Source: an optimization exercise on an open RTL-to-GDS flow (aim: small area and a short achievable clock period). Production flows keep margins and buffers that such runs may drop. Where RTL was checked, it was by simulation tests only, not by an equivalence proof against the original.

job 101:
// VKSA_256_top
module VKSA_256_top (in_clk, in_A, in_B, in_CI, out_S, out_CO);
==> flow/config.mk <==
export PLATFORM = sky130hd
export DESIGN_NAME = VKSA_256_top
export DESIGN_NICKNAME = VKSA_256_top
export VERILOG_FILES = /design/flow/design.v
export SDC_FILE = /design/flow/constraint.sdc
export NUM_CORES = 4
export LEC_CHECK = 0
export CAP_MARGIN = 20
export CORE_AREA = 17 17 227 227
export CTS_CLUSTER_DIAMETER = 120
export CTS_CLUSTER_SIZE = 24
export DIE_AREA = 0 0 244 244
export SETUP_SLACK_MARGIN = 3.25
export SLEW_MARGIN = 20
export SYNTH_HIERARCHICAL = 1
export TNS_END_PERCENT = 5
==> flow/constraint.sdc <==
create_clock -name core_clock -period 5.5 [get_ports {in_clk}]
set_input_delay 1.1000 -clock core_clock [delete_from_list [all_inputs] [get_ports {in_clk}]]
set_output_delay 1.1000 -clock core_clock [all_outputs]
set_load 0.01 [all_outputs]
standard.sh (not shown) runs the stock make flow with config.mk's settings and CLKGATE_MAP_FILE= SYNTH_SCRIPT=/design/flow/synth_recipe.tcl, a recipe that flattens the netlist after the stock synthesis.
==> flow/flow/run.sh <==
#!/bin/bash
# Standard synthesis and layout, with plain buffers on the ports (buffer_ports
# would otherwise pick clkdlybuf4s50_1, a slow delay cell): minimum-size
# buffers on the inputs, and larger ones on the outputs, which drive the
# output load.
set -euo pipefail
bash standard.sh synth > synth.log 2>&1
bash standard.sh "BUFFER_PORTS_ARGS=-buffer_cell sky130_fd_sc_hd__buf_1" \
  "POST_GLOBAL_PLACE_TCL=$PWD/flow/outbuf.tcl" \
  "OUT_BUF_CELL=${OUT_BUF_CELL:-sky130_fd_sc_hd__buf_4}" finish > layout.log 2>&1
==> flow/flow/outbuf.tcl <==
# Upsize the output-port buffers that buffer_ports inserted (all outputs get
# the cell named in OUT_BUF_CELL); the input-port buffers stay minimum size.
set block [ord::get_db_block]
set n 0
foreach bterm [$block getBTerms] {
  if {[$bterm getIoType] ne "OUTPUT"} { continue }
  set net [$bterm getNet]
  foreach iterm [$net getITerms] {
    if {[$iterm isOutputSignal]} {
      set inst [$iterm getInst]
      if {[string match "*buf*" [[$inst getMaster] getName]]} {
        replace_cell $inst $::env(OUT_BUF_CELL)
        incr n
      }
    }
  }
}
puts "outbuf.tcl: resized $n output buffers to $::env(OUT_BUF_CELL)"
Seen in the log of job 101: STA-0124 during global placement, after which the run never completed.
--- input diff job 101..job 102 ---
- a deleted CTS_CLUSTER_SIZE that had been 24
- a deleted CTS_CLUSTER_DIAMETER that had been 120
==> flow/flow/run.sh <==
#!/bin/bash
# Standard synthesis and layout, but with plain buffers on the ports
# (buffer_ports would otherwise pick clkdlybuf4s50_1, a slow delay cell).
set -euo pipefail
bash standard.sh synth > synth.log 2>&1
bash standard.sh "BUFFER_PORTS_ARGS=-buffer_cell ${PORT_BUF:-sky130_fd_sc_hd__buf_1}" finish > layout.log 2>&1
removed: flow/flow/outbuf.tcl
Notes after the runs:
Job 102 ended with every stage complete and zero timing, DRC or antenna violations.
Comparing job 102 against job 101, there is no change at all in number of top-level pins.
Between job 102 and job 101, the number of distinct library cell variants in the gate-level netlist after synthesis does not differ in any meaningful way.
Changes observed in job 102 relative to job 101: share of flip-flops with an asynchronous set or reset after synthesis saw little to no change; horizontal die dimension shows no meaningful change; synthesized area held; vertical extent of the die did not really move.
[compare] base=job 101 new=job 102: average instance area after synthesis neither gained nor lost much, number of synthesized register bits level, number of buffers added on ports barely changed.

Another version of the RTL of VKSA_256_top (not shown whole).
Size: ~580 flip-flops, ~770 I/O pins, roughly 0.022 mm^2 of cells after synthesis.
==> flow/design.v (excerpt) <==
module VKSA_256_top (in_clk, in_A, in_B, in_CI, out_S, out_CO);
export LEC_CHECK = 0
export CAP_MARGIN = 20
export CORE_AREA = 17 17 227 227
export CTS_CLUSTER_DIAMETER = 120
export CTS_CLUSTER_SIZE = 24
export DIE_AREA = 0 0 244 244
export PLACE_DENSITY = 0.5
export SETUP_SLACK_MARGIN = 3.2
export SLEW_MARGIN = 20
export SYNTH_HIERARCHICAL = 1
export TNS_END_PERCENT = 5
create_clock -name core_clock -period 5.5 [get_ports {in_clk}]
==> flow/flow/run.sh <==
#!/bin/bash
# Standard synthesis and layout, with plain minimum-size buffers on the ports
# (buffer_ports would otherwise pick clkdlybuf4s50_1, a slow delay cell), and
# with every gate reset to its smallest drive strength after global placement
# (flow/downsize.tcl), so that timing repair upsizes only what it needs.
set -euo pipefail
bash standard.sh synth > synth.log 2>&1
bash standard.sh "BUFFER_PORTS_ARGS=-buffer_cell sky130_fd_sc_hd__buf_1" \
  "POST_GLOBAL_PLACE_TCL=$PWD/flow/downsize.tcl" finish > layout.log 2>&1
==> flow/flow/downsize.tcl <==
# Start timing repair from minimum-size gates: every combinational cell that
# synthesis mapped to a larger drive strength is swapped for the smallest cell
# of the same function (same name but for the drive-strength suffix). The
# resizer then upsizes only the gates that timing needs.
set n 0
set saved 0.0
foreach inst [get_cells *] {
  set lc [get_lib_cells -of_objects $inst]
  if {$lc eq "" || $lc eq "NULL"} { continue }
  set name [get_name $lc]
  if {![regexp {^(sky130_fd_sc_hd__[a-z0-9]+)_([0-9]+)$} $name -> base drive]} { continue }
  if {[string match "*df*" $base] || [string match "*clk*" $base] || [string match "*tap*" $base]} { continue }
  set best $name
  set best_area [get_property $lc area]
  foreach cand [get_lib_cells ${base}_*] {
    set cname [get_name $cand]
    if {![regexp "^${base}_\[0-9\]+\$" $cname]} { continue }
    if {[get_property $cand dont_use]} { continue }
    set a [get_property $cand area]
    if {$a < $best_area} { set best $cname; set best_area $a }
  }
  if {$best ne $name} {
    set saved [expr {$saved + [get_property $lc area] - $best_area}]
    replace_cell $inst [get_lib_cells $best]
    incr n
  }
}
puts "downsize.tcl: downsized $n cells, [format %.1f $saved] um2"
Edit:
Settings changed: CTS_CLUSTER_DIAMETER 120 to 150, CTS_CLUSTER_SIZE 24 to 30.
Cell count is lower by 0.31%.
Wire length is about the same.
First-iteration DRC count is lower by 7.5%.
Worst hold slack gains 4.0 ps.
Design area is about the same.
Function was not checked in any run of this note: the RTL went through the layout flow alone.

afterwards: timing with drivers on the ports:
The results above use ideal ports. As a check the final layouts listed here were re-extracted and re-timed, cells and wires unchanged.
Step 1 (the two cells are an assumption about what drives the block):
set clk [get_ports {in_clk}]
set_driving_cell -lib_cell sky130_fd_sc_hd__clkbuf_16 $clk
set_driving_cell -lib_cell sky130_fd_sc_hd__buf_2 [delete_from_list [all_inputs] $clk]
Step 2, shift: input delay + t, output delay - t, t = (earliest + latest rising clock arrival at the registers) / 2. This alone moves slack from input paths to output paths.
a / b / c = ideal / step 1 / step 2; a / b = the first two.
run | t (ns) | setup slack, ns | clock arrival spread, ns | worst slew at a driven data input, ns
job 102 | 0.643 | 3.132 / 3.110 / 2.846 | 0.020 / 0.020 | 0.12
the first run of note 2 | 0.637 | 3.147 / 3.094 / 2.591 | 0.027 / 0.027 | 0.14
the second run of note 2 | 0.611 | 3.172 / 3.110 / 2.599 | 0.033 / 0.033 | 0.11
After both steps setup and hold are still met in every run listed. For the second run of note 2, which loses most, drivers alone change the setup slack by -0.062 ns; drivers and shift together by -0.573 ns.
